This is an optimization exercise on Yosys and OpenROAD, whose aim is small area, not a production implementation.
In this exercise RTL edits were held to simulation tests only and were not proved equivalent to the original.
Power is estimated from default activity; no workload was simulated.

==> design/flow/design.v <==
module flash_bus_controller (
	input 	i_clk,
	input 	i_rst,
	output 			o_busy,
	input 	[3:0] 		i_operation,
	input 	[1:0]		i_chip,
	input 	[14:0]		i_length,
	input 			i_start,
	input 	[159:0]		i_sb_addr,
	input 			i_startup_done,
        output  [13:0]          o_sample_count,
        output	[3:0] 		o_chip_ready,
	output	[3:0] 		o_chip_exists,
        input [15:0] i_adc_sample_fifo_data,
        input        i_adc_sample_fifo_almost_empty,
        input        i_adc_sample_fifo_empty,
        output       o_adc_sample_fifo_re,
        input        i_adc_sample_fifo_valid,
	output [12:0] o_wr_buffer_addr,
	input  [15:0] i_wr_buffer_data,
	output [12:0] o_rd_buffer_addr,
	output [15:0] o_rd_buffer_data,
	output	      o_rd_buffer_we,
	input 	[7:0] 		  i_bus_data,
	output	[7:0]	 	  o_bus_data,
	output		 	  o_bus_data_tri_n,
	output			  o_bus_we_n,
	output			  o_bus_re_n,
	output [3:0]		  o_bus_ces_n,
	output			  o_bus_cle,
	output			  o_bus_ale
);
	localparam	CMD_READID		= 8'h90;
	localparam	CMD_RESET		= 8'hFF;
	localparam	CMD_BLOCKERASE0		= 8'h60;
	localparam	CMD_BLOCKERASE1		= 8'hD0;
	localparam	CMD_WRITEPAGE0		= 8'h80;
	localparam	CMD_WRITEPAGE1		= 8'h10;
	localparam	CMD_READ_MODE		= 8'h00;
	localparam	CMD_READPAGE0		= 8'h00;
	localparam	CMD_READPAGE1		= 8'h30;
	localparam 	CMD_READ_PARAMPAGE	= 8'hEC;
	localparam 	CMD_STATUS		= 8'h70;
	localparam 	CMD_SETFEATURES		= 8'hEF;
	localparam OP_READSTATUS 		= 0;
	localparam OP_JUSTREADSTATUS 		= 1;
	localparam OP_RESET 			= 2;
	localparam OP_SET_TIMING_MODE		= 3;
	localparam OP_STARTREAD 		= 4;
	localparam OP_COMPLETEREAD 		= 5;
	localparam OP_PROGRAM 			= 6;
	localparam OP_ERASE 			= 7;
	localparam OP_READID 			= 8;
	localparam OP_READPARAM 		= 9;
	localparam OP_CHECK_EXISTS      	= 10;
	localparam OP_READ_ADC_SAMPLES      	= 11;
	function [31:0] rinc;
		input [31:0] a;
		input        cin;
		integer i;
		reg c;
		begin
			c = cin;
			for (i = 0; i < 32; i = i + 1) begin
				rinc[i] = a[i] ^ c;
				c = c & a[i];
			end
		end
	endfunction
	function [31:0] rdec;
		input [31:0] a;
		input        bin;
		integer i;
		reg c;
		begin
			c = bin;
			for (i = 0; i < 32; i = i + 1) begin
				rdec[i] = a[i] ^ c;
				c = c & ~a[i];
			end
		end
	endfunction
	localparam DELAY_tWP 			= 2;
	localparam DELAY_tRP 			= 2;
        localparam DELAY_STATE_SEND_COMMAND 	= 6;
        localparam DELAY_STATE_SEND_ADDRESS 	= 6;
        localparam DELAY_STATE_READ_DATA 	= 6;
        localparam DELAY_STATE_WRITE_DATA 	= 6;
        localparam DELAY_STATE_WHR 		= 8;
        localparam DELAY_STATE_ADL 		= 9;
        localparam DELAY_STATE_RHW 		= 13;
        localparam DELAY_STATE_WB 		= 13;
	localparam DIR_OUT = 0;
	localparam DIR_IN  = 1;
        localparam STATE_RESET              = 0;
        localparam STATE_STARTUP_0          = 1;
        localparam STATE_STARTUP_1          = 2;
        localparam STATE_IDLE               = 3;
        localparam STATE_SEND_COMMAND_0     = 4;
        localparam STATE_SEND_ADDRESS       = 5;
        localparam STATE_SEND_COMMAND_1     = 6;
        localparam STATE_READ_STATUS        = 7;
        localparam STATE_DELAY_ADL          = 8;
        localparam STATE_DELAY_WHR          = 9;
        localparam STATE_DELAY_RHW          = 10;
        localparam STATE_DELAY_WB           = 11;
        localparam STATE_WRITE_DATA         = 12;
        localparam STATE_READ_DATA          = 13;
        localparam STATE_READ_ADC_SAMPLES_0 = 14;
        localparam STATE_READ_ADC_SAMPLES_1 = 15;
	reg [3:0] state_reg, state_next;
	reg [3:0] delay_reg;
	reg [3:0] chip_ready_reg, chip_ready_next;
	reg [3:0] chip_exists_reg, chip_exists_next;
	reg [3:0] op_reg, op_next;
	reg [1:0] chip_reg, chip_next;
	reg [7:0] bus_data_in_reg;
	reg	  bus_dir_reg, bus_dir_next;
	reg [7:0] bus_data_out_reg, bus_data_out_next;
	reg	  bus_we_n_reg, bus_we_n_next;
	reg	  bus_re_n_reg, bus_re_n_next;
	reg [3:0] bus_ces_n_reg, bus_ces_n_next;
	reg	  bus_cle_reg, bus_cle_next;
	reg	  bus_ale_reg, bus_ale_next;
        reg adc_sample_fifo_re_reg, adc_sample_fifo_re_next;
        reg [13:0] wr_buffer_addr_reg, wr_buffer_addr_next;
        reg [12:0] rd_buffer_addr_reg, rd_buffer_addr_next;
        reg [15:0] rd_buffer_data_reg, rd_buffer_data_next;
        reg        rd_buffer_we_reg, rd_buffer_we_next;
	reg [14:0] byte_count_reg, byte_count_next;
	reg [13:0] sample_count_reg, sample_count_next;
	reg [2:0]  addr_bytes_reg, addr_bytes_next;
        reg [1:0] chip_counter_reg, chip_counter_next;
        reg [1:0] startup_op_reg, startup_op_next;
        reg       reading_status_reg, reading_status_next;
        wire [3:0] chip_decode_n = ~(4'h1 << chip_reg);
	reg delay_done;
	always @* begin
		case (state_reg)
			STATE_SEND_COMMAND_0, STATE_SEND_COMMAND_1: delay_done = (delay_reg == DELAY_STATE_SEND_COMMAND-1);
			STATE_SEND_ADDRESS:                         delay_done = (delay_reg == DELAY_STATE_SEND_ADDRESS-1);
			STATE_READ_STATUS, STATE_READ_DATA:         delay_done = (delay_reg == DELAY_STATE_READ_DATA-1);
			STATE_DELAY_WHR:                            delay_done = (delay_reg == DELAY_STATE_WHR-1);
			STATE_DELAY_ADL:                            delay_done = (delay_reg == DELAY_STATE_ADL-1);
			STATE_DELAY_RHW:                            delay_done = (delay_reg == DELAY_STATE_RHW-1);
			STATE_DELAY_WB:                             delay_done = (delay_reg == DELAY_STATE_WB-1);
			STATE_WRITE_DATA:                           delay_done = (delay_reg == DELAY_STATE_WRITE_DATA-1);
			default:                                    delay_done = 1'b1;
		endcase
	end
	wire [3:0] addr_chip_sel = 4'h1 << chip_reg;
	reg  [4:0] addr_byte_sel;
	always @* begin
		case (addr_bytes_reg)
			3'd5:    addr_byte_sel = 5'b00001;
			3'd4:    addr_byte_sel = 5'b00010;
			3'd3:    addr_byte_sel = 5'b00100;
			3'd2:    addr_byte_sel = 5'b01000;
			default: addr_byte_sel = 5'b10000;
		endcase
	end
	reg  [7:0] addr_byte;
	integer ci, bi;
	always @* begin
		addr_byte = 8'd0;
		for (ci = 0; ci < 4; ci = ci + 1)
			for (bi = 0; bi < 5; bi = bi + 1)
				addr_byte = addr_byte | ({8{addr_chip_sel[ci] & addr_byte_sel[bi]}} & i_sb_addr[40*ci + 8*bi +: 8]);
	end
	always @(posedge i_clk) begin
		delay_reg <= (state_reg == STATE_RESET || state_reg == STATE_STARTUP_0 || state_reg == STATE_STARTUP_1 ||
		              state_reg == STATE_IDLE || state_reg == STATE_READ_ADC_SAMPLES_0 ||
		              state_reg == STATE_READ_ADC_SAMPLES_1 || delay_done) ? 4'd0 : delay_reg + 4'd1;
		chip_ready_reg <= chip_ready_next;
		op_reg <= op_next;
		chip_reg <= chip_next;
		byte_count_reg[14:1] <= byte_count_next[14:1];
		sample_count_reg <= sample_count_next;
		addr_bytes_reg <= addr_bytes_next;
		chip_counter_reg <= chip_counter_next;
		startup_op_reg <= startup_op_next;
		reading_status_reg <= reading_status_next;
	end
	always @(posedge i_clk or posedge i_rst) begin
		if (i_rst) begin
			state_reg <= STATE_RESET;
			chip_exists_reg <= 0;
			byte_count_reg[0] <= 1'b0;
			bus_data_in_reg <= 0;
			bus_dir_reg <= DIR_OUT;
			bus_data_out_reg <= 0;
			bus_we_n_reg <= 1;
			bus_re_n_reg <= 1;
			bus_ces_n_reg <= 0;
			bus_cle_reg <= 0;
			bus_ale_reg <= 0;
			adc_sample_fifo_re_reg <= 0;
			wr_buffer_addr_reg <= 0;
			rd_buffer_addr_reg <= 0;
			rd_buffer_data_reg <= 0;
			rd_buffer_we_reg <= 0;
		end else begin
			state_reg <= state_next;
			chip_exists_reg <= chip_exists_next;
			byte_count_reg[0] <= byte_count_next[0];
			bus_data_in_reg <= i_bus_data;
			bus_data_out_reg <= bus_data_out_next;
			bus_dir_reg <= bus_dir_next;
			bus_we_n_reg <= bus_we_n_next;
			bus_re_n_reg <= bus_re_n_next;
			bus_ces_n_reg <= bus_ces_n_next;
			bus_cle_reg <= bus_cle_next;
			bus_ale_reg <= bus_ale_next;
			adc_sample_fifo_re_reg <= adc_sample_fifo_re_next;
			wr_buffer_addr_reg <= wr_buffer_addr_next;
			rd_buffer_addr_reg <= rd_buffer_addr_next;
			rd_buffer_data_reg <= rd_buffer_data_next;
			rd_buffer_we_reg <= rd_buffer_we_next;
		end
	end
	assign o_busy = (state_reg != STATE_IDLE);
	wire [31:0] rdec32_rd = rdec({29'd0, rd_buffer_addr_reg[2:0]}, 1'b1);
	wire [31:0] rinc32_rd = rinc({22'd0, rd_buffer_addr_reg[12:3]}, 1'b1);
	wire [31:0] rdec32_wr = rdec({28'd0, wr_buffer_addr_reg[3:0]}, 1'b1);
	wire [31:0] rinc32_wr = rinc({22'd0, wr_buffer_addr_reg[13:4]}, 1'b1);
	wire [31:0] rdec32_bc = rdec({17'd0, byte_count_reg}, 1'b1);
	wire [31:0] rinc32_sc = rinc({18'd0, sample_count_reg}, 1'b1);
	always @* begin
		state_next = state_reg;
                chip_ready_next = chip_ready_reg;
                chip_exists_next = chip_exists_reg;
                op_next = op_reg;
		chip_next = chip_reg;
                byte_count_next = byte_count_reg;
                sample_count_next = sample_count_reg;
		addr_bytes_next = addr_bytes_reg;
                adc_sample_fifo_re_next = 1'b0;
                wr_buffer_addr_next = wr_buffer_addr_reg;
                rd_buffer_addr_next[2:0] = (rd_buffer_we_reg) ? rdec32_rd[2:0] : rd_buffer_addr_reg[2:0];
                rd_buffer_addr_next[12:3] = (rd_buffer_we_reg && (rd_buffer_addr_reg[2:0] == 3'd0)) ? rinc32_rd[9:0] : rd_buffer_addr_reg[12:3];
		rd_buffer_data_next[15:8] = (!byte_count_reg[0]) ? bus_data_in_reg : rd_buffer_data_reg[15:8];
		rd_buffer_data_next[7:0] = (byte_count_reg[0]) ? bus_data_in_reg : rd_buffer_data_reg[7:0];
		rd_buffer_we_next = 1'b0;
                chip_counter_next = chip_counter_reg;
                startup_op_next = startup_op_reg;
                reading_status_next = reading_status_reg;
		case (state_reg)
                        STATE_RESET: begin
                            if (i_startup_done) begin
                                chip_ready_next = 4'hF;
                                chip_exists_next = 0;
                                chip_counter_next = 0;
                                startup_op_next = 0;
                                state_next = STATE_STARTUP_0;
                            end
			end
                        STATE_STARTUP_0: begin
                            if (startup_op_reg == 2'd3) begin
                                state_next = STATE_IDLE;
                            end else if (chip_ready_reg[chip_counter_reg]) begin
                                reading_status_next = 0;
                                state_next = STATE_STARTUP_1;
                            end else begin
                                reading_status_next = 1;
                                chip_next = chip_counter_reg;
                                op_next = (reading_status_reg) ? OP_JUSTREADSTATUS : OP_READSTATUS;
                                state_next = (reading_status_reg) ? STATE_READ_STATUS : STATE_SEND_COMMAND_0;
                            end
                        end
                        STATE_STARTUP_1: begin
                            op_next = (startup_op_reg == 2'd0) ? OP_RESET           :
                                      (startup_op_reg == 2'd1) ? OP_SET_TIMING_MODE : OP_CHECK_EXISTS;
                            chip_next = chip_counter_reg;
                            chip_counter_next = chip_counter_reg + 1;
                            startup_op_next = (chip_counter_reg == 2'd3) ? startup_op_reg + 2'd1 : startup_op_reg;
                            state_next = STATE_SEND_COMMAND_0;
                        end
			STATE_IDLE: begin
                            op_next = i_operation;
                            chip_next = i_chip;
                            rd_buffer_addr_next = 13'd7;
                            wr_buffer_addr_next = 14'd15;
                            if (i_start) begin
                                byte_count_next = i_length;
                                state_next = (i_operation == OP_JUSTREADSTATUS)   ? STATE_READ_STATUS        :
                                             (i_operation == OP_READ_ADC_SAMPLES) ? STATE_READ_ADC_SAMPLES_0 : STATE_SEND_COMMAND_0;
                            end
			end
                        STATE_SEND_COMMAND_0: begin
                            addr_bytes_next = (op_reg == OP_SET_TIMING_MODE) ? 3'd1 :
                                              (op_reg == OP_READID)          ? 3'd1 :
                                              (op_reg == OP_CHECK_EXISTS)    ? 3'd1 :
                                              (op_reg == OP_ERASE)           ? 3'd3 :
                                              (op_reg == OP_READPARAM)       ? 3'd1 : 3'd5;
                            if (op_reg == OP_RESET)
                                chip_ready_next[chip_reg] = 1'b0;
                            if (delay_done) begin
                                state_next = (op_reg == OP_READSTATUS)   ? STATE_DELAY_WHR    :
                                             (op_reg == OP_RESET)        ? STATE_DELAY_WB     :
                                             (op_reg == OP_COMPLETEREAD) ? STATE_DELAY_WHR    : STATE_SEND_ADDRESS;
                            end
                        end
                        STATE_SEND_ADDRESS: begin
                            if (op_reg == OP_READPARAM)
                                chip_ready_next[chip_reg] = 1'b0;
                            if (delay_done) begin
				if (addr_bytes_reg == 3'd1) begin
                                    state_next = (op_reg == OP_PROGRAM)         ? STATE_DELAY_ADL :
                                                 (op_reg == OP_SET_TIMING_MODE) ? STATE_DELAY_ADL :
                                                 (op_reg == OP_READPARAM)       ? STATE_DELAY_WB  :
                                                 (op_reg == OP_READID)          ? STATE_DELAY_WHR :
                                                 (op_reg == OP_CHECK_EXISTS)    ? STATE_DELAY_WHR : STATE_SEND_COMMAND_1;
				end else begin
                                    addr_bytes_next = addr_bytes_reg - 3'd1;
				end
                            end
			end
                        STATE_SEND_COMMAND_1: begin
                            if ((op_reg == OP_ERASE) || (op_reg == OP_STARTREAD))
                                chip_ready_next[chip_reg] = 1'b0;
                            if (delay_done) begin
                               state_next = (op_reg == OP_ERASE)     ? STATE_DELAY_WB :
                                            (op_reg == OP_PROGRAM)   ? STATE_DELAY_WB :
                                            (op_reg == OP_STARTREAD) ? STATE_DELAY_WB : STATE_IDLE;
                            end
                        end
                        STATE_DELAY_WHR: begin
                            if ((op_reg == OP_READID) || (op_reg == OP_CHECK_EXISTS))
                                byte_count_next = 15'd6;
                            if (delay_done) begin
                                state_next = (op_reg == OP_READSTATUS)   ? STATE_READ_STATUS :
                                             (op_reg == OP_READID)       ? STATE_READ_DATA   :
                                             (op_reg == OP_CHECK_EXISTS) ? STATE_READ_DATA   :
                                             (op_reg == OP_COMPLETEREAD) ? STATE_READ_DATA   : STATE_IDLE;
                            end
                        end
			STATE_READ_STATUS: begin
                            if (delay_done) begin
                                chip_ready_next[chip_reg] = bus_data_in_reg[6];
                                state_next = STATE_DELAY_RHW;
                            end
			end
                        STATE_DELAY_ADL: begin
                            if (delay_done) begin
                                wr_buffer_addr_next[3:0] = rdec32_wr[3:0];
                                wr_buffer_addr_next[13:4] = (wr_buffer_addr_reg[3:0] == 4'd0) ? rinc32_wr[9:0] : wr_buffer_addr_reg[13:4];
                                state_next = STATE_WRITE_DATA;
                                if (op_reg == OP_SET_TIMING_MODE)
                                    byte_count_next = 15'd4;
                            end
                        end
                        STATE_DELAY_RHW, STATE_DELAY_WB: begin
                            if (delay_done)
                                state_next = (startup_op_reg != 2'd3) ? STATE_STARTUP_0 : STATE_IDLE;
                        end
                        STATE_WRITE_DATA: begin
                            chip_ready_next[chip_reg] = 1'b0;
                            if (delay_done) begin
                                wr_buffer_addr_next[3:0] = rdec32_wr[3:0];
                                wr_buffer_addr_next[13:4] = (wr_buffer_addr_reg[3:0] == 4'd0) ? rinc32_wr[9:0] : wr_buffer_addr_reg[13:4];
                                byte_count_next = rdec32_bc[14:0];
                                if (byte_count_reg == 15'd1) begin
                                    state_next = (op_reg == OP_PROGRAM)         ? STATE_SEND_COMMAND_1 :
                                                 (op_reg == OP_SET_TIMING_MODE) ? STATE_DELAY_WB       : STATE_IDLE;
                                end
                            end
                        end
			STATE_READ_DATA: begin
                            if (delay_done) begin
                                rd_buffer_we_next = (op_reg == OP_CHECK_EXISTS) ? 1'b0 : byte_count_reg[0];
                                if (((op_reg == OP_READID) || (op_reg == OP_CHECK_EXISTS)) && (byte_count_reg == 15'd5) && (bus_data_in_reg != 8'd0))
                                    chip_exists_next[chip_reg] = 1'b1;
                                byte_count_next = rdec32_bc[14:0];
                                if (byte_count_reg == 15'd1)
                                    state_next = STATE_DELAY_RHW;
                            end
                        end
			STATE_READ_ADC_SAMPLES_0: begin
                            if (i_adc_sample_fifo_empty) begin
                                sample_count_next = 0;
                                state_next = STATE_READ_ADC_SAMPLES_1;
                            end else if (adc_sample_fifo_re_reg && i_adc_sample_fifo_valid) begin
                                rd_buffer_data_next = i_adc_sample_fifo_data;
                                rd_buffer_we_next = 1'b1;
                                sample_count_next = rinc32_sc[13:0];
                                if (i_adc_sample_fifo_almost_empty)
                                    state_next = STATE_READ_ADC_SAMPLES_1;
                                else
                                    adc_sample_fifo_re_next = 1'b1;
                            end else begin
                                sample_count_next = 0;
                                adc_sample_fifo_re_next = 1'b1;
                            end
                        end
			STATE_READ_ADC_SAMPLES_1: begin
                            rd_buffer_data_next = 16'hFFFF;
                            rd_buffer_we_next = 1'b1;
                            sample_count_next = rinc32_sc[13:0];
                            state_next = STATE_IDLE;
                        end
			default: ;
		endcase
	end
        wire [7:0] wr_buffer_data_out_byte = (byte_count_reg[0]) ? i_wr_buffer_data[7:0] : i_wr_buffer_data[15:8];
        always @* begin
	    case (state_reg)
                STATE_RESET, STATE_STARTUP_0, STATE_STARTUP_1, STATE_IDLE, STATE_DELAY_WB, STATE_DELAY_RHW, STATE_READ_ADC_SAMPLES_0, STATE_READ_ADC_SAMPLES_1: begin
                    bus_dir_next = DIR_IN;
                    bus_data_out_next = 8'h0;
                    bus_we_n_next = 1;
                    bus_re_n_next = 1;
                    bus_ces_n_next = 4'hF;
                    bus_cle_next = 0;
                    bus_ale_next = 0;
                end
                STATE_SEND_COMMAND_0: begin
                    bus_dir_next = DIR_OUT;
                    bus_data_out_next = (op_reg == OP_READSTATUS)      ? CMD_STATUS         :
                                        (op_reg == OP_RESET)           ? CMD_RESET          :
                                        (op_reg == OP_READID)          ? CMD_READID         :
                                        (op_reg == OP_CHECK_EXISTS)    ? CMD_READID         :
                                        (op_reg == OP_READPARAM)       ? CMD_READ_PARAMPAGE :
                                        (op_reg == OP_PROGRAM)         ? CMD_WRITEPAGE0     :
                                        (op_reg == OP_STARTREAD)       ? CMD_READPAGE0      :
                                        (op_reg == OP_COMPLETEREAD)    ? CMD_READ_MODE      :
                                        (op_reg == OP_ERASE)           ? CMD_BLOCKERASE0    :
                                        (op_reg == OP_SET_TIMING_MODE) ? CMD_SETFEATURES    : 8'h00;
                    bus_we_n_next = (delay_reg < DELAY_tWP) ? 0 : 1;
                    bus_re_n_next = 1;
                    bus_ces_n_next = chip_decode_n;
                    bus_cle_next = 1;
                    bus_ale_next = 0;
                end
                STATE_SEND_COMMAND_1: begin
                    bus_dir_next = DIR_OUT;
                    bus_data_out_next = (op_reg == OP_STARTREAD)    ? CMD_READPAGE1   :
                                        (op_reg == OP_PROGRAM)      ? CMD_WRITEPAGE1  :
                                        (op_reg == OP_ERASE)        ? CMD_BLOCKERASE1 : 8'h00;
                    bus_we_n_next = (delay_reg < DELAY_tWP) ? 0 : 1;
                    bus_re_n_next = 1;
                    bus_ces_n_next = chip_decode_n;
                    bus_cle_next = 1;
                    bus_ale_next = 0;
                end
                STATE_SEND_ADDRESS: begin
                    bus_dir_next = DIR_OUT;
                    bus_data_out_next = (op_reg == OP_SET_TIMING_MODE) ? 8'h01 :
                                        ((op_reg == OP_READID) || (op_reg == OP_CHECK_EXISTS) || (op_reg == OP_READPARAM)) ? 8'h00 :
                                        addr_byte;
                    bus_we_n_next = (delay_reg < DELAY_tWP) ? 0 : 1;
                    bus_re_n_next = 1;
                    bus_ces_n_next = chip_decode_n;
                    bus_cle_next = 0;
                    bus_ale_next = 1;
                end
                STATE_READ_STATUS, STATE_READ_DATA: begin
                    bus_dir_next = DIR_IN;
                    bus_data_out_next = 8'h00;
                    bus_we_n_next = 1;
                    bus_re_n_next = (delay_reg < DELAY_tRP) ? 0 : 1;
                    bus_ces_n_next = chip_decode_n;
                    bus_cle_next = 0;
                    bus_ale_next = 0;
                end
                STATE_WRITE_DATA: begin
                    bus_dir_next = DIR_OUT;
                    bus_data_out_next = (op_reg == OP_SET_TIMING_MODE) ? ((byte_count_reg == 15'd4) ? 8'h04 : 8'h00) : wr_buffer_data_out_byte;
                    bus_we_n_next = (delay_reg < DELAY_tWP) ? 0 : 1;
                    bus_re_n_next = 1;
                    bus_ces_n_next = chip_decode_n;
                    bus_cle_next = 0;
                    bus_ale_next = 0;
                end
                default: begin
                    bus_dir_next = DIR_IN;
                    bus_data_out_next = 8'h0;
                    bus_we_n_next = 1;
                    bus_re_n_next = 1;
                    bus_ces_n_next = chip_decode_n;
                    bus_cle_next = 0;
                    bus_ale_next = 0;
                end
            endcase
        end
	assign o_sample_count = sample_count_reg;
        assign o_adc_sample_fifo_re = adc_sample_fifo_re_reg;
        assign o_bus_data 	= bus_data_out_reg;
	assign o_bus_data_tri_n = bus_dir_reg;
	assign o_bus_we_n 	= bus_we_n_reg;
	assign o_bus_re_n 	= bus_re_n_reg;
	assign o_bus_ces_n 	= bus_ces_n_reg;
	assign o_bus_cle 	= bus_cle_reg;
	assign o_bus_ale 	= bus_ale_reg;
        assign o_chip_ready = chip_ready_reg;
        assign o_chip_exists = chip_exists_reg;
        assign o_wr_buffer_addr = wr_buffer_addr_reg[13:1];
        assign o_rd_buffer_addr = rd_buffer_addr_reg;
        assign o_rd_buffer_data = rd_buffer_data_reg;
        assign o_rd_buffer_we = rd_buffer_we_reg;
endmodule
module flash_bus_sm (
	input 	i_clk,
	input 	i_rst,
        input i_recording_en,
        output o_top_bus_active,
        input i_disp_cmd_req,
        output o_disp_cmd_ack,
        input [71:0] i_disp_cmd_data,
        output o_disp_rsp_req,
        input i_disp_rsp_ack,
        input i_disp_rsp_listening,
        output [25:0] o_disp_rsp_data,
        output [3:0] o_disp_chip_active,
        output o_disp_wr_buffer_rsvd,
        output o_disp_rd_buffer_rsvd,
	output	[31:0]	o_cyclecount_sum,
	input	    	i_cyclecount_reset,
	input	[7:0]	i_cyclecount_start,
	input	[7:0]	i_cyclecount_end,
        output o_adc_master_record,
	input 			i_ctrl_busy,
	output reg [3:0]	o_ctrl_operation,
	output     [1:0]	o_ctrl_chip,
	output     [14:0]	o_ctrl_length,
	output reg		o_ctrl_start,
	output     [159:0]	o_sb_addr,
	output			o_startup_done,
	input      [13:0]	i_sample_count,
	input      [3:0]	i_ctrl_chip_ready
);
	localparam OP_READSTATUS 		= 0;
	localparam OP_JUSTREADSTATUS 		= 1;
	localparam OP_RESET 			= 2;
	localparam OP_SET_TIMING_MODE		= 3;
	localparam OP_STARTREAD 		= 4;
	localparam OP_COMPLETEREAD 		= 5;
	localparam OP_PROGRAM 			= 6;
	localparam OP_ERASE 			= 7;
	localparam OP_READID 			= 8;
	localparam OP_READPARAM 		= 9;
	localparam OP_READ_ADC_SAMPLES		= 11;
	function [31:0] rinc;
		input [31:0] a;
		input        cin;
		integer i;
		reg c;
		begin
			c = cin;
			for (i = 0; i < 32; i = i + 1) begin
				rinc[i] = a[i] ^ c;
				c = c & a[i];
			end
		end
	endfunction
	function [31:0] rdec;
		input [31:0] a;
		input        bin;
		integer i;
		reg c;
		begin
			c = bin;
			for (i = 0; i < 32; i = i + 1) begin
				rdec[i] = a[i] ^ c;
				c = c & ~a[i];
			end
		end
	endfunction
	localparam CS_READ_START_PENDING = 1;
	localparam CS_READ_DATA_PENDING  = 2;
	localparam CS_READ_DATA_DONE	 = 3;
	localparam CS_WRITE_DATA_PENDING = 4;
	localparam CS_WRITE_DATA_ONBUS   = 5;
	localparam CS_WRITE_DATA_DONE    = 6;
	localparam CS_ERASE_PENDING      = 7;
	localparam CS_ERASE_ONBUS        = 8;
	localparam CS_ERASE_DONE         = 9;
	localparam CS_READID_0           = 10;
	localparam CS_READID_1           = 11;
	localparam CS_READPARAM_0        = 12;
	localparam CS_READPARAM_1        = 13;
	localparam CS_READPARAM_2        = 14;
	localparam CS_SETTIMINGMODE_0    = 15;
	localparam CS_SETTIMINGMODE_1    = 16;
	localparam CS_RESET_0            = 17;
	localparam CS_RESET_1            = 18;
	localparam CS_GET_ADC_SAMPLES_0  = 19;
	localparam CS_GET_ADC_SAMPLES_1  = 20;
	localparam STATE_IDLE 		      = 0;
	localparam STATE_NEW_RQST_0	      = 1;
	localparam STATE_GET_NEXT_OP_0 	      = 2;
	localparam STATE_GET_NEXT_OP_1 	      = 3;
        localparam STATE_WAIT_FOR_CONTROLLER  = 5;
        localparam STATE_CHECK_FOR_CHIP_READY = 6;
	localparam STATE_DO_BUS_OP	      = 7;
	localparam STATE_NEW_RSLT_0	      = 8;
	localparam STATE_NEW_RSLT_1	      = 9;
	localparam STATE_SWITCH_CHIPS	      = 10;
	reg [3:0]  state_reg;
	reg [31:0] sys_cycle_count_reg;
	reg [31:0] op_cycle_count_reg;
	reg        recording_reg;
	reg        new_cmd_ack_reg;
	reg        new_rsp_req_reg;
	reg [17:0] new_rsp_data_reg;
	reg [3:0]  chip_active_reg;
	reg        wr_buffer_rsvd_reg;
	reg        rd_buffer_rsvd_reg;
	reg [1:0]  curr_chip_reg;
	reg [1:0]  new_chip_reg;
	reg        new_rd_reg, new_wr_reg;
	reg [39:0] sb_addr  [0:3];
	reg [7:0]  sb_tag   [0:3];
	reg [9:0]  sb_len   [0:3];
	reg [4:0]  sb_state [0:3];
	reg [3:0]  sb_srs;
	reg [31:0] sb_cc    [0:3];
	reg [3:0]  sb_cc_valid;		 
	reg [31:0] cc_pend;		 
	reg [1:0]  cc_pend_chip;
	reg [2:0]  cc_age;		 
	reg [1:0]  rd_a0, rd_a1, rd_a2;	 
	wire [1:0] c = curr_chip_reg;
	wire [7:0] rd_tag   = sb_tag[c];
	wire [9:0] rd_len   = sb_len[c];
	wire [4:0] rd_state = sb_state[c];
	wire       rd_srs   = sb_srs[c];
	wire        nq_state  = (state_reg == STATE_NEW_RQST_0);
	reg  [1:0]  cc_addr;		 
	wire [31:0] cc_rd     = sb_cc_valid[cc_addr] ? sb_cc[cc_addr] : 32'd0;
	wire [2:0] new_op   = i_disp_cmd_data[48:46];
	wire [1:0] new_chip = i_disp_cmd_data[41:40];
	reg  [4:0] new_state;
	always @* begin
		case (new_op)
			3'd0: new_state = CS_WRITE_DATA_PENDING;
			3'd1: new_state = CS_READ_START_PENDING;
			3'd2: new_state = CS_ERASE_PENDING;
			3'd3: new_state = CS_READID_0;
			3'd4: new_state = CS_READPARAM_0;
			3'd5: new_state = CS_RESET_0;
			3'd6: new_state = CS_SETTIMINGMODE_0;
			default: new_state = CS_GET_ADC_SAMPLES_0;
		endcase
	end
	wire st_adc   = (rd_state == CS_GET_ADC_SAMPLES_0) || (rd_state == CS_GET_ADC_SAMPLES_1);
	wire st_prog  = (rd_state == CS_WRITE_DATA_PENDING) || (rd_state == CS_WRITE_DATA_ONBUS) || (rd_state == CS_WRITE_DATA_DONE);
	wire st_rdbuf = (rd_state == CS_READ_START_PENDING) || (rd_state == CS_READ_DATA_PENDING) || (rd_state == CS_READ_DATA_DONE) ||
	                (rd_state == CS_READID_0) || (rd_state == CS_READID_1) ||
	                (rd_state == CS_READPARAM_0) || (rd_state == CS_READPARAM_1) || (rd_state == CS_READPARAM_2) || st_adc;
	reg st_send, st_onbus, st_done;
	reg [3:0] st_op;
	always @* begin
		st_send = 1'b0; st_onbus = 1'b0; st_done = 1'b0; st_op = 4'd0;
		case (rd_state)
			CS_READ_START_PENDING: begin st_send = 1'b1; st_op = OP_STARTREAD; end
			CS_READ_DATA_PENDING:  begin st_send = 1'b1; st_op = OP_COMPLETEREAD; end
			CS_WRITE_DATA_PENDING: begin st_send = 1'b1; st_op = OP_PROGRAM; end
			CS_ERASE_PENDING:      begin st_send = 1'b1; st_op = OP_ERASE; end
			CS_READID_0:           begin st_send = 1'b1; st_op = OP_READID; end
			CS_READPARAM_0:        begin st_send = 1'b1; st_op = OP_READPARAM; end
			CS_READPARAM_1:        begin st_send = 1'b1; st_op = OP_COMPLETEREAD; end
			CS_SETTIMINGMODE_0:    begin st_send = 1'b1; st_op = OP_SET_TIMING_MODE; end
			CS_RESET_0:            begin st_send = 1'b1; st_op = OP_RESET; end
			CS_GET_ADC_SAMPLES_0:  begin st_send = 1'b1; st_op = OP_READ_ADC_SAMPLES; end
			CS_WRITE_DATA_ONBUS, CS_ERASE_ONBUS: st_onbus = 1'b1;
			CS_READ_DATA_DONE, CS_WRITE_DATA_DONE, CS_ERASE_DONE, CS_READID_1, CS_READPARAM_2,
			CS_SETTIMINGMODE_1, CS_RESET_1, CS_GET_ADC_SAMPLES_1: st_done = 1'b1;
			default: ;
		endcase
	end
	wire in_idle  = (state_reg == STATE_IDLE);
	wire in_nq    = (state_reg == STATE_NEW_RQST_0);
	wire in_do    = (state_reg == STATE_DO_BUS_OP);
	wire in_check = (state_reg == STATE_CHECK_FOR_CHIP_READY);
	wire chip_rdy = i_ctrl_chip_ready[c];
	wire cs_match = (i_cyclecount_start[4:0] != 5'd0) && (i_cyclecount_start[4:0] == rd_state);
	wire ce_match = (i_cyclecount_end[4:0] != 5'd0) && (i_cyclecount_end[4:0] == rd_state);
	wire we_new   = in_idle && i_disp_cmd_req;
	wire we_state = in_do && (st_send || st_onbus);
	wire we_srs   = in_check && !chip_rdy;
	wire we_cc_do = we_state && cs_match;
	wire cc_load   = in_nq | we_cc_do;	 
	wire cc_commit = cc_age[2] | (cc_age[1] & cc_load);
	integer k;
	always @(posedge i_clk) begin
		for (k = 0; k < 4; k = k + 1) begin
			if (we_new && new_chip == k) begin
				sb_addr[k] <= i_disp_cmd_data[39:0];
				sb_tag[k]  <= i_disp_cmd_data[71:64];
				sb_len[k]  <= i_disp_cmd_data[63:54];
			end
			if (we_new && new_chip == k)
				sb_state[k] <= new_state;
			else if (we_state && c == k)
				sb_state[k] <= rd_state + 5'd1;
			if (we_new && new_chip == k)
				sb_srs[k] <= 1'b0;
			else if (we_srs && c == k)
				sb_srs[k] <= 1'b1;
			if (cc_commit && cc_pend_chip == k)
				sb_cc[k] <= cc_pend;
		end
		if (cc_load) begin
			cc_pend <= in_nq ? cc_rd : sys_cycle_count_reg;
			cc_pend_chip <= in_nq ? new_chip_reg : c;
		end
		if (in_idle) begin
			new_chip_reg <= new_chip;
			new_rd_reg <= (new_op == 3'd1) || (new_op == 3'd3) || (new_op == 3'd4) || (new_op == 3'd7);
			new_wr_reg <= (new_op == 3'd0);
		end
		cc_addr <= we_new ? rd_a1 : c;
		rd_a0 <= in_nq ? new_chip_reg : c;
		rd_a1 <= rd_a0;
		rd_a2 <= rd_a1;
	end
	always @(posedge i_clk or posedge i_rst) begin
		if (i_rst) begin
			sb_cc_valid <= 4'd0;
			cc_age <= 3'd0;
		end else begin
			cc_age <= {cc_age[1] & ~cc_load, cc_age[0] & ~cc_load, cc_load};
			for (k = 0; k < 4; k = k + 1)
				if (cc_commit && cc_pend_chip == k)
					sb_cc_valid[k] <= 1'b1;
		end
	end
	wire [31:0] adc_units_w = rinc({22'd0, i_sample_count[13:4]}, (i_sample_count[3:0] != 4'd0));
	wire [9:0]  adc_units = adc_units_w[9:0];
	always @(posedge i_clk or posedge i_rst) begin
		if (i_rst) begin
			state_reg <= STATE_IDLE;
			sys_cycle_count_reg <= 0;
			op_cycle_count_reg <= 0;
			recording_reg <= 0;
			new_cmd_ack_reg <= 0;
			new_rsp_req_reg <= 0;
			new_rsp_data_reg <= 0;
			chip_active_reg <= 0;
			wr_buffer_rsvd_reg <= 0;
			rd_buffer_rsvd_reg <= 0;
			curr_chip_reg <= 0;
		end else begin
			sys_cycle_count_reg <= rinc(sys_cycle_count_reg, 1'b1);
			new_cmd_ack_reg <= 1'b0;
			if (!i_recording_en)
				recording_reg <= 1'b0;
			if (i_cyclecount_reset)
				op_cycle_count_reg <= 0;
			case (state_reg)
				STATE_IDLE: begin
					if (i_disp_cmd_req) begin
						new_cmd_ack_reg <= 1'b1;
						state_reg <= STATE_NEW_RQST_0;
					end else if (chip_active_reg[c]) begin
						state_reg <= STATE_GET_NEXT_OP_0;
					end else begin
						curr_chip_reg <= c + 2'd1;
					end
				end
				STATE_NEW_RQST_0: begin
					chip_active_reg[new_chip_reg] <= 1'b1;
					if (new_rd_reg) rd_buffer_rsvd_reg <= 1'b1;
					if (new_wr_reg) wr_buffer_rsvd_reg <= 1'b1;
					state_reg <= STATE_IDLE;
				end
				STATE_GET_NEXT_OP_0: state_reg <= STATE_GET_NEXT_OP_1;
				STATE_GET_NEXT_OP_1: state_reg <= STATE_WAIT_FOR_CONTROLLER;
				STATE_WAIT_FOR_CONTROLLER: begin
					if (!i_ctrl_busy)
						state_reg <= st_adc ? STATE_DO_BUS_OP : STATE_CHECK_FOR_CHIP_READY;
				end
				STATE_CHECK_FOR_CHIP_READY: begin
					state_reg <= chip_rdy ? STATE_DO_BUS_OP : STATE_SWITCH_CHIPS;
				end
				STATE_DO_BUS_OP: begin
					if (i_cyclecount_start[4:0] == 5'd0)
						recording_reg <= 1'b0;
					else if (cs_match && i_recording_en)
						recording_reg <= 1'b1;
					if (i_cyclecount_end[4:0] == 5'd0)
						recording_reg <= 1'b0;
					else if (ce_match) begin
						op_cycle_count_reg <= op_cycle_count_reg + (sys_cycle_count_reg - cc_rd);
						recording_reg <= 1'b0;
					end
					if (st_send || st_onbus)
						state_reg <= STATE_SWITCH_CHIPS;
					else if (st_done)
						state_reg <= STATE_NEW_RSLT_0;
				end
				STATE_SWITCH_CHIPS: begin
					curr_chip_reg <= c + 2'd1;
					state_reg <= STATE_IDLE;
				end
				STATE_NEW_RSLT_0: begin
					new_rsp_req_reg <= 1'b1;
					if (st_adc)
						new_rsp_data_reg <= {rd_tag, adc_units};
					else
						new_rsp_data_reg <= {rd_tag, rd_len};
					state_reg <= STATE_NEW_RSLT_1;
				end
				STATE_NEW_RSLT_1: begin
					if (i_disp_rsp_ack) begin
						chip_active_reg[c] <= 1'b0;
						if (st_rdbuf) rd_buffer_rsvd_reg <= 1'b0;
						if (st_prog) wr_buffer_rsvd_reg <= 1'b0;
						new_rsp_req_reg <= 1'b0;
						state_reg <= STATE_SWITCH_CHIPS;
					end
				end
				default: ;
			endcase
		end
	end
	always @* begin
		o_ctrl_operation = 4'd0;
		o_ctrl_start = 1'b0;
		if (in_check && !chip_rdy) begin
			o_ctrl_operation = rd_srs ? OP_JUSTREADSTATUS : OP_READSTATUS;
			o_ctrl_start = 1'b1;
		end else if (in_do && st_send) begin
			o_ctrl_operation = st_op;
			o_ctrl_start = 1'b1;
		end
	end
	assign o_ctrl_chip = c;
	assign o_ctrl_length = {rd_len, 5'd0};
	assign o_sb_addr = {sb_addr[3], sb_addr[2], sb_addr[1], sb_addr[0]};
	assign o_startup_done = (sys_cycle_count_reg == 32'd124999);
	assign o_cyclecount_sum = op_cycle_count_reg;
        assign o_disp_cmd_ack = new_cmd_ack_reg;
        assign o_disp_rsp_req = new_rsp_req_reg;
        assign o_disp_rsp_data = i_disp_rsp_listening ? {new_rsp_data_reg, 8'd0} : 26'd0;
        assign o_disp_chip_active = chip_active_reg;
        assign o_disp_wr_buffer_rsvd = wr_buffer_rsvd_reg;
        assign o_disp_rd_buffer_rsvd = rd_buffer_rsvd_reg;
        assign o_top_bus_active = |chip_active_reg;
        assign o_adc_master_record = recording_reg;
endmodule
module flash_bus #(
	parameter NUM_OF_CHIPS 			= 4,
	parameter CMD_FIFO_DATA_WIDTH 	= 72,
	parameter WR_FIFO_DATA_WIDTH 	= 128,
	parameter RD_FIFO_DATA_WIDTH 	= 136,
	parameter RSLT_FIFO_DATA_WIDTH 	= 26,
	parameter PERIOD 				= 8,
	parameter PAGE_SIZE_WIDTH		= 15
 )
 (
	input 	i_clk,
	input 	i_rst,
        output o_top_bus_active,
        input i_recording_en,
        input i_disp_cmd_req,
        output o_disp_cmd_ack,
        input [CMD_FIFO_DATA_WIDTH-1:0] i_disp_cmd_data,
        output o_disp_rsp_req,
        input i_disp_rsp_ack,
        input i_disp_rsp_listening,
        output [RSLT_FIFO_DATA_WIDTH-1:0] o_disp_rsp_data,
        output [NUM_OF_CHIPS-1:0] o_disp_chip_active,
        output o_disp_wr_buffer_rsvd,
        output o_disp_rd_buffer_rsvd,
        input [15:0] i_adc_sample_fifo_data,
        input        i_adc_sample_fifo_almost_empty,
        input        i_adc_sample_fifo_empty,
        output       o_adc_sample_fifo_re,
        input        i_adc_sample_fifo_valid,
        output [12:0] o_wr_buffer_addr,
        input  [15:0] i_wr_buffer_data,
        output [12:0] o_rd_buffer_addr,
        output [15:0] o_rd_buffer_data,
        output        o_rd_buffer_we,
	output	[0:31]						o_cyclecount_sum,
	input								i_cyclecount_reset,
	input	[0:7]						i_cyclecount_start,
	input	[0:7]						i_cyclecount_end,
        output o_adc_master_record,
	input 	[7:0] 						i_bus_data,
	output 	[7:0]	 					o_bus_data,
	output		 						o_bus_data_tri_n,
	output 								o_bus_we_n,
	output 								o_bus_re_n,
	output [NUM_OF_CHIPS-1:0] 					o_bus_ces_n,
	output 								o_bus_cle,
	output 								o_bus_ale,
        output [NUM_OF_CHIPS-1:0] o_chip_exists
 );
	wire		ctrl_busy;
	wire [3:0]	ctrl_operation;
	wire [1:0]	ctrl_chip;
	wire [14:0]	ctrl_length;
	wire		ctrl_start;
	wire [13:0]	ctrl_sample_count;
	wire [159:0]	sb_addr;
	wire		startup_done;
	wire [3:0]	chip_ready;
	flash_bus_sm busSM (
		.i_clk(i_clk),
		.i_rst(i_rst),
                .o_top_bus_active(o_top_bus_active),
                .i_recording_en(i_recording_en),
                .i_disp_cmd_req(i_disp_cmd_req),
                .o_disp_cmd_ack(o_disp_cmd_ack),
                .i_disp_cmd_data(i_disp_cmd_data),
                .o_disp_rsp_req(o_disp_rsp_req),
                .i_disp_rsp_ack(i_disp_rsp_ack),
                .i_disp_rsp_listening(i_disp_rsp_listening),
                .o_disp_rsp_data(o_disp_rsp_data),
                .o_disp_chip_active(o_disp_chip_active),
                .o_disp_wr_buffer_rsvd(o_disp_wr_buffer_rsvd),
                .o_disp_rd_buffer_rsvd(o_disp_rd_buffer_rsvd),
		.o_cyclecount_sum(o_cyclecount_sum),
		.i_cyclecount_reset(i_cyclecount_reset),
		.i_cyclecount_start(i_cyclecount_start),
		.i_cyclecount_end(i_cyclecount_end),
                .o_adc_master_record(o_adc_master_record),
		.i_ctrl_busy(ctrl_busy),
		.o_ctrl_operation(ctrl_operation),
		.o_ctrl_chip(ctrl_chip),
		.o_ctrl_length(ctrl_length),
		.o_ctrl_start(ctrl_start),
		.o_sb_addr(sb_addr),
		.o_startup_done(startup_done),
                .i_sample_count(ctrl_sample_count),
		.i_ctrl_chip_ready(chip_ready)
	);
	flash_bus_controller busController (
		.i_clk(i_clk),
		.i_rst(i_rst),
		.o_busy(ctrl_busy),
		.i_operation(ctrl_operation),
		.i_chip(ctrl_chip),
		.i_length(ctrl_length),
		.i_start(ctrl_start),
		.i_sb_addr(sb_addr),
		.i_startup_done(startup_done),
		.o_sample_count(ctrl_sample_count),
		.o_chip_ready(chip_ready),
		.o_chip_exists(o_chip_exists),
                .i_adc_sample_fifo_data(i_adc_sample_fifo_data),
                .i_adc_sample_fifo_almost_empty(i_adc_sample_fifo_almost_empty),
                .i_adc_sample_fifo_empty(i_adc_sample_fifo_empty),
                .o_adc_sample_fifo_re(o_adc_sample_fifo_re),
                .i_adc_sample_fifo_valid(i_adc_sample_fifo_valid),
		.o_wr_buffer_addr(o_wr_buffer_addr),
		.i_wr_buffer_data(i_wr_buffer_data),
		.o_rd_buffer_addr(o_rd_buffer_addr),
		.o_rd_buffer_data(o_rd_buffer_data),
		.o_rd_buffer_we(o_rd_buffer_we),
		.i_bus_data(i_bus_data),
		.o_bus_data(o_bus_data),
		.o_bus_data_tri_n(o_bus_data_tri_n),
		.o_bus_we_n(o_bus_we_n),
		.o_bus_re_n(o_bus_re_n),
		.o_bus_ces_n(o_bus_ces_n),
		.o_bus_cle(o_bus_cle),
		.o_bus_ale(o_bus_ale)
	);
endmodule
==> design/flow/flow/run.sh <==
#!/bin/bash
# Layout flow: the standard flow (standard synthesis netlist structure and
# registers, floorplan, power grid, placement, CTS, routing) with changes that
# only affect how the combinational logic is mapped and buffered:
#  - ABC maps the combinational logic with an area-oriented script
#    (flow/abc_area.script) instead of ORFS's delay-oriented one; the
#    registers Yosys creates are the same;
#  - the input and output ports get sky130_fd_sc_hd__buf_1 port buffers
#    instead of the default clkdlybuf4s50_1;
#  - clock tree synthesis uses smaller clock buffers and no dummy loads.
# The full make output goes to flow_make.log in the work folder; each ORFS step
# also keeps its own log under orfs/logs/.
set -euo pipefail
WORK=$(pwd)
SCRIPTS="$WORK/orfs_scripts"
rm -rf "$SCRIPTS"
cp -r "$FLOW_HOME/scripts" "$SCRIPTS"
if [[ -f flow/abc_area.script ]]; then
  cp flow/abc_area.script "$SCRIPTS/abc_speed.script"
fi
bash standard.sh \
  "SCRIPTS_DIR=$SCRIPTS" \
  "BUFFER_PORTS_ARGS=-buffer_cell sky130_fd_sc_hd__buf_1" \
  "CTS_ARGS=-sink_clustering_enable -repair_clock_nets -dont_use_dummy_load -sink_clustering_size 14 -sink_clustering_max_diameter 60 -buf_list sky130_fd_sc_hd__clkbuf_8" \
  finish > flow_make.log 2>&1
==> design/flow/flow/abc_area.script <==
strash
&get -n
&deepsyn -J 30 -T 300
&put
dch -f
amap
==> design/flow/standard.sh <==
#!/bin/bash
# synth_recipe.tcl (not shown) runs the flow's synth.tcl, then flattens the netlist and writes it again
# the make line also repeats each setting of config.mk as NAME=value (left out here)
make -C /OpenROAD-flow-scripts/flow DESIGN_CONFIG=/design/flow/config.mk WORK_HOME=/design/flow/orfs CLKGATE_MAP_FILE= SYNTH_SCRIPT=/design/flow/synth_recipe.tcl "${@:-finish}"
==> design/flow/config.mk <==
export PLATFORM = sky130hd
export DESIGN_NAME = flash_bus
export DESIGN_NICKNAME = flash_bus
export VERILOG_FILES = /design/flow/design.v
export SDC_FILE = /design/flow/constraint.sdc
export NUM_CORES = 4
export LEC_CHECK = 0
export CAP_MARGIN = 20
export CORE_MARGIN = 2
export CORE_UTILIZATION = 40
export SETUP_SLACK_MARGIN = 0.4
export SLEW_MARGIN = 20
==> design/flow/constraint.sdc <==
create_clock -name core_clock -period 8.0 [get_ports {i_clk}]
set_input_delay 1.6000 -clock core_clock [delete_from_list [all_inputs] [get_ports {i_clk}]]
set_output_delay 1.6000 -clock core_clock [all_outputs]
set_load 0.01 [all_outputs]
==> flow_summary.ini, run 1 <==
[setup_path]
cp_num_buf_inv = 3
critical_path_class = reg2reg
start_kind = register
crit_path_end_kind = register
crit_fanout = 3
r2r-start = busSM.cc_addr[1]$_DFF_P_
cp_data_arrival_time_ps = 8340
cp_top_family = compound AO/OA/AOI/OAI gates
cp_common_cell = nor2_2
cp_slowest_cell = fa_1
critical_path_required_ps = 8570
r2r_setup_slack_ps = 230
cpPeakStageDelay_ps = 570
worstRegToRegCells = 53
r2r_end = busSM.op_cycle_count_reg[31]$_DFF_PP0_

[global_routing]
antenna_found_initial = 6
grt.total_usage_pct = 20.1
grt_pass1_wl_mm = 116
grt_max_degree = 80
grt_pass1_vias = 20017
grt-ovfl-total = 0

[route]
wl_mm = 76.3
firstDrtPassIters = 17
routed_via_density = 5.59
drt-wirelength-per-cell_um = 21.5
vias = 19831
dr.first_iter.drc_count = 1657
ant_nets = 0
drc = 0

[worst_hold_path]
min_path_cells = 0
hp-start = busSM.rd_a0[0]$_DFF_P_
whs_endpoint = busSM.rd_a1[0]$_DFF_P_
hold_path.class = reg2reg

[floorplanning]
die-height_um = 274
core.rowCount = 98
io_pins = 271
start_util_pct = 40.5
die_w_um = 274
core_area_um2 = 71700
dieArea_um2 = 74800

[finish]
largest_registers = busSM.sb_addr: 160 flops, busSM.sb_cc: 128 flops, busSM.sb_len: 40 flops
syn_to_final_growth_pct = 12.0
seq_area_um2 = 18800
top_register = busSM.sb_addr
multi_input_area_um2 = 9190
num-nets-final = 2917
largest_reg_flops = 160
fillCellCount = 6559
fin_util_pct = 45.4
drive_above_1_share_pct = 6.89

[logic_synthesis]
async_reset_ff_share_pct = 27.7
synth_common_cells = edfxtp_1, clkinv_1, nor2_1
yosysSeqAreaShare_pct = 64.7
synth_cell_type_count = 60
yosysMostFrequentCell = edfxtp_1
synth_compound_area_share_pct = 14.0
synth_top_flop_cell = edfxtp_1
synth-xor-area-share_pct = 0.0301
ys_ff_latch = 661
synth_mux_area_share_pct = 0
syn-cell-area_um2 = 29100
avgSynthCellArea_um2 = 12.9
yosys.area.top_type = edfxtp_1
synth-warning-count = 7
synth_top_area_share_pct = 47.9
synth_top_family_by_area = compound AO/OA/AOI/OAI gates
synthAdderAreaFrac_pct = 8.46
syn_inst = 2249
yosys.area_share.simple_pct = 8.29
synth_edf_count = 464
ys_top_cells_by_area = edfxtp_1, dfrtp_1, ha_1, clkinv_1, nor2_1

[timing]
fin_setup_tns_ps = 0
worst_pin_slew_ps = 1120
final.setup.worst_slack_ps = 230
fmax_mhz = 129
relSlewSlack_pct = 25.3
grt_setup_unrepaired = true
min_period_ps = 7770
drv_slew = 0
skew_ps = 99.0
fin_crit_sh_pct = 97.1
hold_viol_final = 0
setup_viol = 0

[clock_network]
cts-root-buf = clkbuf_8
clkSinkCount = 661
h-tree-depth = 2
clk_path_buf_depth = 3
cts_tree = yes
clk_latency_ps = 690
path_clk_slew_ps = 80
numCtsBuffers = 58
cts_hold_buf = 0

[pwr]
p_comb_share_pct = 37.5
internal_power_w = 0.00629
ir_worst_vdd_mv = 0.140
p_clk_share_pct = 17.0
power.density_nw_per_um2 = 309
p_leak_nw = 11.8
swShare_pct = 37.5
sequentialPowerShare_pct = 45.6
p_switching_w = 0.00377

[run_status]
outcome = timing/DRC/antenna clean

[flow_run]
drv_cap = 0

[placement]
port_buffers = 247
gp_congestion = 0.887
hpwl_mm = 51.2
dp_slack_ps = -46.6
routing by layer:
metal / vias to the layer above / part of all wire, % / global-route usage, %
met4: 6 / 3.0 / 6.10
li1: 9078 / - / -
met1: 9911 / 41 / 25.6
met3: 147 / 6.3 / 3.76
met5: - / 0.046 / 0
met2: 689 / 50 / 34.8
worst reg2reg max path, delay by kind of cell (launching register included):
family / cells / cell delay (ps)
simple gates: 28 / 2670
flops: 1 / 350
fa+ha+maj: 2 / 780
compound gates: 20 / 3730
buf+inv: 3 / 130
power groups by stage:
stage | combinational [W] | clock [W] | sequential [W]
after floorplan | 0.00235 | 0 | 0.00461
after global placement | 0.00347 | 0 | 0.00463
after detailed placement | 0.00356 | 0 | 0.00465
after CTS | 0.00360 | 0.00177 | 0.00458
after global routing | 0.00419 | 0.00188 | 0.00463
final | 0.00377 | 0.00171 | 0.00458
logic make-up after synthesis:
family                     after synthesis
other                                    1
DFF                                    661
buffers and inverters                  330
AOI/OAI and AO/OA                      561
and+or+nand+nor                        517
adders and majority gates              178
xor gates and xnor gates                 1
placed cells by master, fill, tap and decap left out, drive strengths merged, types with 15 or more instances in the layout:
cell	instances
o21a	20
nor2b	53
nand4	22
a32o	17
a22oi	37
nor3	47
dfrtp	181
buf	306
a222oi	42
nand2	85
a221o	44
a21oi	102
fa	31
and3	15
clkinv	301
nor2	217
o22ai	34
edfxtp	464
ha	147
clkbuf	58
nand3	23
a22o	40
o21ai	94
final cells by class:
type	instances	area share (%)
sequential	661	57.8
timing repair buffer	306	4.31
tap	950	3.65
clock buffer	58	2.45
antenna	1	0.00769
inverter	309	3.59
multi-input combinational	1265	28.2
metrics by stage:
stage / power, W / cells / area, µm² / hold WS (ps)
3_3_place_gp: 0.00810 / 3473 / 31400 / 314
2_1_floorplan: 0.00696 / 2256 / 29100 / 310
4_1_cts: 0.00995 / 3532 / 32300 / 331
5_1_grt: 0.0107 / 3550 / 32500 / 340
3_5_place_dp: 0.00821 / 3473 / 31400 / 314
6_report: 0.0101 / 3550 / 32500 / 330
how the worst max path moves through the flow:
stage / slack, ps / cells after the start / from / to
floorplan: -2 / 4 / i_disp_cmd_req / busSM.sb_state[0][0]$_DFFE_PP_
global placement: 10 / 53 / busSM.cc_addr[1]$_DFF_P_ / busSM.op_cycle_count_reg[31]$_DFF_PP0_
detailed placement: -50 / 53 / busSM.cc_addr[1]$_DFF_P_ / busSM.op_cycle_count_reg[31]$_DFF_PP0_
CTS: 370 / 53 / busSM.cc_addr[1]$_DFF_P_ / busSM.op_cycle_count_reg[31]$_DFF_PP0_
global route: -180 / 53 / busSM.cc_addr[1]$_DFF_P_ / busSM.op_cycle_count_reg[31]$_DFF_PP0_
finish: 230 / 53 / busSM.cc_addr[1]$_DFF_P_ / busSM.op_cycle_count_reg[31]$_DFF_PP0_
what timing repair did:
item / 4_1_cts / 5_1_grt
setup endpoints to repair: 2 / 5
setup buffers: 1 / 16
pin swaps: 4 / 35
resized for setup: 16 / 43
==> inputs of run 2 (changes only) <==
--- a/design/flow/flow/run.sh
+++ b/design/flow/flow/run.sh
@@ -23,3 +23,3 @@
   "BUFFER_PORTS_ARGS=-buffer_cell sky130_fd_sc_hd__buf_1" \
-  "CTS_ARGS=-sink_clustering_enable -repair_clock_nets -dont_use_dummy_load -sink_clustering_size 14 -sink_clustering_max_diameter 60 -buf_list sky130_fd_sc_hd__clkbuf_8" \
+  "CTS_ARGS=-sink_clustering_enable -repair_clock_nets -dont_use_dummy_load -sink_clustering_size 18 -sink_clustering_max_diameter 70 -buf_list sky130_fd_sc_hd__clkbuf_8" \
   finish > flow_make.log 2>&1
==> design/flow/flow/abc_area.script (replaced) <==
strash
&get -n
&deepsyn -T 20
&put
dch -f
amap
--- a/design/flow/config.mk
+++ b/design/flow/config.mk
@@ -10,3 +10,2 @@
 export CORE_UTILIZATION = 40
-export SETUP_SLACK_MARGIN = 0.4
 export SLEW_MARGIN = 20
==> run 2 against run 1 <==
Against the previous run:
- global-route usage shrank 0.38 points
- still clean on timing, DRC and antenna
- sequential share of layout area up 0.31 points
- critical path type unchanged
- die area increased by 0.73%
- core utilization fell by 0.85 points
- via count increased by 0.33%
- count of clock-buffer cells in the layout is 10 lower
- largest power group unchanged
- final cell count grew 1.6%
==> flow_summary.ini, run 2 <==
[run_status]
outcome = timing/DRC/antenna clean

[setup_path]
cp_top_family = compound AO/OA/AOI/OAI gates
crit_fanout = 3
critical_path_class = reg2reg
critical_path_required_ps = 8530
cp_num_buf_inv = 3
cp_data_arrival_time_ps = 8190
cp_slowest_cell = fa_1
cpPeakStageDelay_ps = 540
crit_path_end_kind = register
start_kind = register

[floorplanning]
dieArea_um2 = 75400
die-height_um = 275
core.rowCount = 99
io_pins = 271
die_w_um = 275
core_area_um2 = 72700
start_util_pct = 40.3

[clock_network]
clkSinkCount = 661
cts_tree = yes
clk_latency_ps = 710
numCtsBuffers = 48
path_clk_slew_ps = 110
clk_path_buf_depth = 3
cts_hold_buf = 0
h-tree-depth = 2
cts-root-buf = clkbuf_8

[finish]
largest_registers = busSM.sb_addr: 160 flops, busSM.sb_cc: 128 flops, busSM.sb_len: 40 flops
stdcell_count = 3606
fin_util_pct = 44.5
layout_commonest_cell = edfxtp_1
final_cell_mix = edfxtp_1, clkinv_1, buf_1
num-nets-final = 2964
top_register = busSM.sb_addr
largest_reg_flops = 160
syn_to_final_growth_pct = 10.6
fillCellCount = 6649
drive_above_1_share_pct = 4.69

[global_routing]
grt_pass1_wl_mm = 115
grt_pass1_vias = 20291
grt.total_usage_pct = 19.7
grt-ovfl-total = 0
antenna_found_initial = 1
grt_max_degree = 77

[route]
routed_via_density = 5.52
wl_mm = 75.3
vias = 19897
drt-wirelength-per-cell_um = 20.9
dr.first_iter.drc_count = 1693
drc = 0
ant_nets = 0
firstDrtPassIters = 9

[logic_synthesis]
syn-cell-area_um2 = 29300
avgSynthCellArea_um2 = 12.6
yosysSeqAreaShare_pct = 64.2
ys_top_cells_by_area = edfxtp_1, dfrtp_1, ha_1, clkinv_1, nor2_1
synth-warning-count = 7
syn_inst = 2324
synth_top_area_share_pct = 47.6
ys_ff_latch = 661
yosys.area.top_type = edfxtp_1
synth_top_flop_cell = edfxtp_1
synth_edf_count = 464
async_reset_ff_share_pct = 27.7
synth_common_cells = edfxtp_1, clkinv_1, nor2_1
synth_cell_type_count = 55
yosysMostFrequentCell = edfxtp_1

[timing]
worst_pin_slew_ps = 1040
grt_setup_unrepaired = true
fin_setup_tns_ps = 0
setup_viol = 0
skew_ps = 98.0
min_period_ps = 7660
fmax_mhz = 131
hold_viol_final = 0
drv_slew = 0
fin_crit_sh_pct = 95.7
relSlewSlack_pct = 30.6

[placement]
dp.cells = 3549
hpwl_mm = 51.9
gp_congestion = 0.915
port_buffers = 247

[worst_hold_path]
hold_path.class = reg2reg

[pwr]
ir_worst_vdd_mv = 0.173
p_leak_nw = 11.7
power.density_nw_per_um2 = 301

[flow_run]
drv_cap = 0
run 2: changes by cell type after synthesis, sizes merged, moves of 6 or more:
cell     delta
a2111oi     -6
o22ai      +40
a32oi       -9
nor2b      -24
a22o       -15
or3         -6
nand3      +22
and3        +8
clkinv     +85
a221o      -10
o32ai      +19
o221ai      +7
a21oi       -7
nor3       -17
run 2: area by class of cell:
| class | count | area (µm²) | share of cell area, % |
|---|---|---|---|
| timing repair buffer | 288 | 1240 | 3.83 |
| clock buffer | 48 | 661 | 2.04 |
| tap | 959 | 1200 | 3.71 |
| sequential | 661 | 18800 | 58.1 |
| inverter | 394 | 1490 | 4.59 |
| multi-input combinational | 1255 | 8990 | 27.8 |
| antenna | 1 | 2.50 | 0.00773 |
run 2: power by group:
group,internal [W],switching [W],leakage (nW)
clock network,0.000538,0.00102,0.345
registers,0.00428,0.000320,6.63
logic,0.00124,0.00234,4.74
run 2: path summary, 6_finish.rpt:
path	startpoint	endpoint	slack, ps	cells past startpoint
max	busSM.cc_addr[1]$_DFF_P_	busSM.op_cycle_count_reg[31]$_DFF_PP0_	340	53
min	busSM.rd_a0[0]$_DFF_P_	busSM.rd_a1[0]$_DFF_P_	330	0
max reg2reg	busSM.cc_addr[1]$_DFF_P_	busSM.op_cycle_count_reg[31]$_DFF_PP0_	340	53
min reg2reg	busSM.rd_a0[0]$_DFF_P_	busSM.rd_a1[0]$_DFF_P_	330	0
max in group asynchronous	i_rst	busController.rd_buffer_data_reg[2]$_DFF_PP0_	5790	3
min in group asynchronous	i_rst	busController.rd_buffer_addr_reg[8]$_DFFE_PP0P_	1010	2
run 2: cell families (layout without fill, tap and decap cells):
kind of cell,Yosys count,after routing,share of synthesized area (%)
other,1,9,0.0128
flip-flops,661,661,64.2
AND/OR/NAND/NOR,492,492,7.71
AO/OA/AOI/OAI,577,577,14.1
buffers and inverters,415,730,5.59
adder cells (fa/ha/maj),178,178,8.40
run 2: layer usage:
metal,vias to the layer above,wire length (µm),global-route usage (%),part of all wire (%)
met5,-,0,0,0
met4,0,2220,6.21,2.9
met3,129,4180,2.68,5.6
met2,614,37500,34.6,50
met1,9977,31400,25.3,42
li1,9177,-,-,-
run 2: what timing repair did:
action                                  CTS  global route
buffers inserted                          1             7
pin swaps                                 1             7
gates resized for setup                   2            21
endpoints found under the setup margin    1             4
run 2: metrics by stage:
stage               area, µm²  setup WS (ps)  hold WS, ps  power [W]
floorplan               29300           -131          310    0.00697
global placement        31600            138          311    0.00806
detailed placement      31600           -185          312    0.00817
CTS                     32300           5.50          325    0.00974
global route            32400          -86.4          337     0.0104
finish                  32400            341          331    0.00975
run 2: worst reg2reg max path, delay by kind of cell (launching register included):
family / cells / cell delay [ps]
and+or+nand+nor: 28 / 2560
AOI/OAI and AO/OA: 20 / 3530
DFF: 1 / 370
adders and majority gates: 2 / 860
buffers and inverters: 3 / 220
==> inputs of run 3 (changes only) <==
--- a/design/flow/flow/run.sh
+++ b/design/flow/flow/run.sh
@@ -23,3 +23,3 @@
   "BUFFER_PORTS_ARGS=-buffer_cell sky130_fd_sc_hd__buf_1" \
-  "CTS_ARGS=-sink_clustering_enable -repair_clock_nets -dont_use_dummy_load -sink_clustering_size 18 -sink_clustering_max_diameter 70 -buf_list sky130_fd_sc_hd__clkbuf_8" \
+  "CTS_ARGS=-sink_clustering_enable -repair_clock_nets -dont_use_dummy_load -sink_clustering_size 28 -sink_clustering_max_diameter 70 -buf_list sky130_fd_sc_hd__clkbuf_16" \
   finish > flow_make.log 2>&1
==> design/flow/flow/abc_area.script (replaced) <==
strash
dc2
dch -f
amap
strash
dc2
dch -f
amap
topo
dnsize -c
--- a/design/flow/config.mk
+++ b/design/flow/config.mk
@@ -10,2 +10,3 @@
 export CORE_UTILIZATION = 40
+export SETUP_SLACK_MARGIN = 0.3
 export SLEW_MARGIN = 20
==> run 3 against run 2 <==
Against the previous run:
- synthesized cell count increased by 2.8%
- worst setup slack gained 87 ps
- sequential power down 21%
- via count increased by 2.5%
- highest routed layer unchanged
- still clean
- register-to-register slack improved by 90 ps
==> flow_summary.ini, run 3 <==
[finish]
largest_reg_flops = 160
layout_commonest_cell = edfxtp_1
syn_to_final_growth_pct = 13.7
largest_registers = busSM.sb_addr: 160 flops, busSM.sb_cc: 128 flops, busSM.sb_len: 40 flops
top_register = busSM.sb_addr
num-nets-final = 3063
drive_above_1_share_pct = 7.03
final_cell_mix = edfxtp_1, clkinv_1, buf_1
stdcell_count = 3708

[flow_run]
drv_cap = 0

[clock_network]
clkSinkCount = 661
clk_path_buf_depth = 3
path_clk_slew_ps = 90
clk_latency_ps = 610
cts-root-buf = clkbuf_16
h-tree-depth = 2
numCtsBuffers = 41
cts_tree = yes

[logic_synthesis]
ys_top_cells_by_area = edfxtp_1, dfrtp_1, ha_1, clkinv_1, nor2_1
synth_top_area_share_pct = 47.3
ys_ff_latch = 661
yosys.area.top_type = edfxtp_1
synth_top_flop_cell = edfxtp_1
syn_inst = 2390
syn-cell-area_um2 = 29400
yosysSeqAreaShare_pct = 63.8
yosysMostFrequentCell = edfxtp_1
avgSynthCellArea_um2 = 12.3
synth_cell_type_count = 55
async_reset_ff_share_pct = 27.7
synth_common_cells = edfxtp_1, clkinv_1, nor2_1
synth_edf_count = 464
synth-warning-count = 7

[run_status]
outcome = timing/DRC/antenna clean

[setup_path]
cp_data_arrival_time_ps = 8030
critical_path_class = reg2reg
r2r-start = busSM.cc_addr[0]$_DFF_P_
cp_common_cell = nor2_2
cp_slowest_cell = fa_1
crit_fanout = 4
worstRegToRegCells = 55
start_kind = register
cpPeakStageDelay_ps = 510
r2r_setup_slack_ps = 430
critical_path_required_ps = 8460
crit_path_end_kind = register
r2r_end = busSM.op_cycle_count_reg[31]$_DFF_PP0_

[global_routing]
antenna_found_initial = 4
grt.total_usage_pct = 20.1
grt_pass1_wl_mm = 118
grt_pass1_vias = 20375
grt_max_degree = 93
grt-ovfl-total = 0

[floorplanning]
io_pins = 271
die_w_um = 275
core_area_um2 = 73000
dieArea_um2 = 75800
die-height_um = 275
core.rowCount = 99
start_util_pct = 40.4

[timing]
drv_slew = 0
relSlewSlack_pct = 21.6
fin_crit_sh_pct = 94.7
hold_viol_final = 0
worst_pin_slew_ps = 1160
fmax_mhz = 132
skew_ps = 88.7
setup_viol = 0
min_period_ps = 7570
grt_setup_unrepaired = true

[route]
ant_nets = 0
routed_via_density = 5.50
vias = 20401
firstDrtPassIters = 7
drc = 0
drt-wirelength-per-cell_um = 20.9
dr.first_iter.drc_count = 1905
wl_mm = 77.7

[worst_hold_path]
hp-start = busSM.rd_a0[0]$_DFF_P_
whs_endpoint = busSM.rd_a1[0]$_DFF_P_
hold_path.class = reg2reg
min_path_cells = 0

[placement]
gp_congestion = 0.863
port_buffers = 247
dp.cells = 3650
hpwl_mm = 52.4

[pwr]
total_power_w = 0.00573
ir_worst_vdd_mv = 0.194
p_leak_nw = 12.0
power.density_nw_per_um2 = 171
-- run 3: worst max-delay path by stage --
| stage | start | endpoint | slack, ps | depth (start not counted) |
|---|---|---|---|---|
| 3_3_place_gp | busSM.cc_addr[1]$_DFF_P_ | busSM.op_cycle_count_reg[31]$_DFF_PP0_ | -70 | 55 |
| 5_1_grt | busSM.cc_addr[0]$_DFF_P_ | busSM.op_cycle_count_reg[31]$_DFF_PP0_ | -110 | 55 |
| 2_1_floorplan | i_disp_cmd_req | busSM.sb_state[3][0]$_DFFE_PP_ | -100 | 4 |
| 3_5_place_dp | busSM.cc_addr[1]$_DFF_P_ | busSM.op_cycle_count_reg[31]$_DFF_PP0_ | -150 | 55 |
| 6_report | busSM.cc_addr[0]$_DFF_P_ | busSM.op_cycle_count_reg[31]$_DFF_PP0_ | 430 | 55 |
| 4_1_cts | busSM.cc_addr[1]$_DFF_P_ | busSM.op_cycle_count_reg[31]$_DFF_PP0_ | 310 | 54 |
-- run 3: cell families (layout without fill, tap and decap cells) --
group / count (synthesis) / after routing / share of synthesized area, %
adder cells (fa/ha/maj): 178 / 178 / 8.35
other: 1 / 12 / 0.0127
buffers and inverters: 330 / 678 / 4.47
AO/OA/AOI/OAI: 579 / 579 / 13.7
flip-flops: 661 / 661 / 63.8
AND/OR/NAND/NOR: 641 / 641 / 9.60
-- run 3: per-layer routing --
metal / share of wire, % / global-route usage, % / wire (µm) / vias to the layer above
met5: 0 / 0 / 0 / -
li1: - / - / - / 9519
met3: 5.1 / 2.83 / 4000 / 112
met2: 50 / 34.7 / 39200 / 600
met1: 42 / 26.5 / 32500 / 10170
met4: 2.5 / 5.76 / 1940 / 0
-- run 3: what timing repair did --
item,in CTS,in global routing
pin swaps,8,12
hold endpoints to repair,0,0
resized for setup,27,48
endpoints found under the setup margin,4,5
hold buffers,0,0
setup buffers,1,11
-- run 3: power by group --
group / total, W / internal (W) / switching [W]
combinational: 0.0000849 / 0.0000228 / 0.0000620
clock: 0.00199 / 0.000911 / 0.00108
sequential: 0.00365 / 0.00365 / 0.00000281
-- run 3: final cells by class --
type | instances | area, µm²
inverter | 309 | 1180
clock buffer | 41 | 1030
timing repair buffer | 328 | 1590
fill | 6621 | 39500
sequential | 661 | 18800
antenna | 4 | 10.0
tap | 959 | 1200
multi-input combinational | 1406 | 9650
-- run 3: critical path, delay by kind of cell (launching register included) --
family,cells,cell delay (ps)
flops,1,400
simple gates,28,2410
fa+ha+maj,2,720
compound gates,20,3530
buf+inv,5,330
-- run 3: metrics by stage --
stage          utilization (%)  setup TNS, ps  worst slack (ps)  cell area (µm²)  hold slack [ps]
6_report                  45.9              0               428            33500              334
5_1_grt                   45.9           -108              -108            33500              353
4_1_cts                   45.5              0               312            33200              338
3_5_place_dp              43.9           -152              -152            32100              316
3_3_place_gp              43.9          -74.0             -74.0            32100              316
2_1_floorplan                -           -998              -101            29500              310

Re-timed with assumed drivers on the ports (clkbuf_16 on the clock, buf_2 on other inputs), run 3 has 0.428 ns of setup slack against 0.428 ns with ideal ports, and 0.428 ns once port delays also move by the mid clock arrival of 0.627 ns.
